What follows belongs to an exercise in optimizing a design on an open flow for small area, a short achievable clock period and few clock cycles; a production flow would make more cautious choices.
Function was checked by simulation only, so behaviour that the tests miss may differ from the original.

## subterranean_lwc
module subterranean_lwc
#(parameter ASYNC_RSTN = 0,
parameter G_PWIDTH = 32,
parameter G_SWIDTH = 32,
parameter G_SEGMENT_SIZE_BITS = 16,
parameter G_HASH_SIZE_WORDS = 8,
parameter G_TAG_SIZE_WORDS = 4
)
(
    input wire clk,
    input wire rst,
    input wire [(G_PWIDTH-1):0] pdi_data,
    input wire pdi_valid,
    output wire pdi_ready,
    input wire [(G_SWIDTH-1):0] sdi_data,
    input wire sdi_valid,
    output wire sdi_ready,
    output wire [(G_PWIDTH-1):0] do_data,
    output wire do_valid,
    input wire do_ready,
    output wire do_last
);
localparam P_IDLE = 4'd0,  P_NHDR = 4'd1,  P_NDAT = 4'd2,  P_AHDR = 4'd3,
           P_ADAT = 4'd4,  P_PHDR = 4'd5,  P_PDAT = 4'd6,  P_TAG  = 4'd7,
           P_THDR = 4'd8,  P_TDAT = 4'd9,  P_SQ   = 4'd10, P_STAT = 4'd11,
           P_HHDR = 4'd12, P_HDAT = 4'd13, P_INST = 4'd14;
function [31:0] bswap(input [31:0] x);
    bswap = {x[7:0], x[15:8], x[23:16], x[31:24]};
endfunction
reg [14:0] ph;          
reg [256:0] st;
reg [4:0] nr;           
reg nz;                 
reg [3:0] cnt;          
reg [15:0] len;         
reg lastw;              
reg [2:0] wsize;        
reg eot;
reg dec;
reg fail;
reg hlast;              
reg [3:0] bsel;         
reg [3:0] bsel_n;
reg ms;                 
reg dsel;               
reg kw;                 
reg [1:0] sph;          
reg [1:0] kcnt;
reg kact;               
reg hfirst;             
reg spend;              
reg hpend;              
reg pinst_v, pinst_h;   
reg pv, pc;             
reg [32:0] o0, o1;
reg v0, v1;
reg prdy, srdy;         
reg m_key;              
reg m_word;             
reg m_hash;             
reg m_sq;               
reg m_t;                
reg dfull;              
reg [14:0] ph_n;
reg [3:0] cnt_n;
reg [15:0] len_n;
reg lastw_n;
reg [2:0] wsize_n;
  ...
For scale: ~3100 cells after synthesis, about 110 I/O pins, roughly 27000 µm² of cells after synthesis.
clock: 5.0 ns
lec_check: 0
abc_clock_period_in_ps: 2000
cap_margin: 20
core_margin: 2
core_utilization: 40
cts_cluster_diameter: 100
cts_cluster_size: 24
setup_slack_margin: 2.8
slew_margin: 20
tns_end_percent: 5
standard.sh (not shown) runs the stock make flow with config.mk's settings and CLKGATE_MAP_FILE= SYNTH_SCRIPT=/design/flow/synth_recipe.tcl, a recipe that flattens the netlist after the stock synthesis.
==> flow/flow/run.sh <==
#!/bin/bash
# The standard layout, except that the port buffers are plain buffers
# (buffer_ports otherwise picks a delay cell, clkdlybuf4s50_1, for them).
set -euo pipefail
export BUFFER_PORTS_ARGS="-buffer_cell sky130_fd_sc_hd__buf_2"
bash standard.sh finish > make_finish.log 2>&1
Testbench counts at the start, summed over its fixed seeds: cycles 13,182.
Rerun with:
--- a/flow/flow/run.sh
+++ b/flow/flow/run.sh
@@ -4,3 +4,3 @@
 set -euo pipefail
-export BUFFER_PORTS_ARGS="-buffer_cell sky130_fd_sc_hd__buf_2"
+export BUFFER_PORTS_ARGS="-buffer_cell sky130_fd_sc_hd__buf_4"
 bash standard.sh finish > make_finish.log 2>&1
--- a/flow/config.mk
+++ b/flow/config.mk
@@ -13,2 +13,3 @@
 export CTS_CLUSTER_SIZE = 24
+export PLACE_DENSITY = 0.88
 export SETUP_SLACK_MARGIN = 2.8
Result: The changed run went through all stages and came out clean; cell area stays flat; hold slack barely changes; first-iteration DRC count increases by 35%; die area is unchanged; synthesized area stays the same.
Rerun with:
--- a/flow/config.mk
+++ b/flow/config.mk
@@ -7,3 +7,3 @@
 export LEC_CHECK = 0
-export ABC_CLOCK_PERIOD_IN_PS = 2000
+export ABC_CLOCK_PERIOD_IN_PS = 2300
 export CAP_MARGIN = 20
@@ -13,3 +13,2 @@
 export CTS_CLUSTER_SIZE = 24
-export PLACE_DENSITY = 0.88
 export SETUP_SLACK_MARGIN = 2.8
=> Register-to-register slack improves by 0.10 ns; design area is higher by 0.74%; global-route usage rises by 1.1 points; sequential share of layout area drops by 0.18 points; synthesized cell count does not change; via count fell by 3.6%; area after synthesis does not change; die area does not change; critical path depth does not change.

subterranean_lwc, a different RTL version from the one above (not shown whole).
Size in the first run: ~3100 cells after synthesis, roughly 410 flip-flops, ~27000 um^2 of cells after synthesis.
export LEC_CHECK = 0
export ABC_CLOCK_PERIOD_IN_PS = 2500
export CAP_MARGIN = 20
export CORE_MARGIN = 2
export CORE_UTILIZATION = 40
export CTS_CLUSTER_DIAMETER = 100
export CTS_CLUSTER_SIZE = 24
export SETUP_SLACK_MARGIN = 2.4
export SLEW_MARGIN = 20
export TNS_END_PERCENT = 5
create_clock -name core_clock -period 5.0 [get_ports {clk}]
==> flow/flow/run.sh <==
#!/bin/bash
# The standard layout, except that the port buffers are plain buffers
# (buffer_ports otherwise picks a delay cell, clkdlybuf4s50_1, for them).
set -euo pipefail
export BUFFER_PORTS_ARGS="-buffer_cell sky130_fd_sc_hd__buf_4"
bash standard.sh finish > make_finish.log 2>&1
Testbench counts at the start, summed over its fixed seeds: cycles 13,309.
==> next run, changes <==
--- a/flow/config.mk
+++ b/flow/config.mk
@@ -7,3 +7,3 @@
 export LEC_CHECK = 0
-export ABC_CLOCK_PERIOD_IN_PS = 2500
+export ABC_CLOCK_PERIOD_IN_PS = 2000
 export CAP_MARGIN = 20
@@ -13,3 +13,3 @@
 export CTS_CLUSTER_SIZE = 24
-export SETUP_SLACK_MARGIN = 2.4
+export SETUP_SLACK_MARGIN = 2.8
 export SLEW_MARGIN = 20
Die area does not change.
Worst setup slack gets better by 220 ps.
Clock skew goes up by 3.2 ps.
Utilization goes up by 0.56 points.
Cell count rises by 0.35%.

branch lagoon:
RTL: one of the versions met above, not the one the previous note started from.
export LEC_CHECK = 0
export ABC_CLOCK_PERIOD_IN_PS = 2000
export CAP_MARGIN = 20
export CORE_MARGIN = 2
export CORE_UTILIZATION = 40
export CTS_CLUSTER_DIAMETER = 100
export CTS_CLUSTER_SIZE = 24
export SETUP_SLACK_MARGIN = 2.8
export SLEW_MARGIN = 20
export TNS_END_PERCENT = 5
create_clock -name core_clock -period 5.0 [get_ports {clk}]
Scripts as last shown in full above: flow/flow/run.sh
Testbench counts of branch lagoon, summed over its fixed seeds: cycles 13,182.
The following lists how branch onyx was set up differently from branch lagoon:
Settings: PLACE_DENSITY newly set to 0.75; CORE_UTILIZATION changed from 40 to 55.
[summary]
- Looking only at post-route minimum period, and setting everything else aside, the higher value of branch onyx and branch lagoon goes to branch onyx.
- Logic depth of the worst path, buffers included is higher on branch onyx
- Route | branch onyx vs branch lagoon | wire longer in branch onyx

## afterwards: timing with drivers on the ports
How much do the figures lean on ideal ports? The routed layouts below were timed once more, with nothing changed but the port constraints.
Step 1: set_driving_cell puts a clkbuf_16 on clk and a buf_2 on each other input, an assumption about the parent block.
Step 2 times the ports against the registers' clock, not the clock port: input delays grow and output delays shrink by t, the midpoint of the rising clock arrivals with the driver on.
Slacks: no drivers / after step 1 / after step 2; pairs: no drivers / after step 1.
| run | t, ns | slack for setup (ns) | clock arrival spread, ns |
|---|---|---|---|
| the first run of note 1 | 0.668 | 2.620 / 2.627 / 1.987 | 0.026 / 0.026 |
| the second run of note 1 | 0.637 | 2.613 / 2.613 / 2.065 | 0.032 / 0.033 |
| the third run of note 1 | 0.661 | 2.714 / 2.690 / 2.079 | 0.046 / 0.047 |
| the first run of note 2 | 0.639 | 2.229 / 2.229 / 1.729 | 0.051 / 0.051 |
| the second run of note 2 | 0.645 | 2.453 / 2.453 / 1.882 | 0.053 / 0.053 |
| branch lagoon | 0.661 | 2.714 / 2.690 / 2.079 | 0.046 / 0.047 |
| branch onyx | 0.621 | 2.612 / 2.647 / 2.026 | 0.029 / 0.029 |
After both steps setup and hold are still met in every run listed.
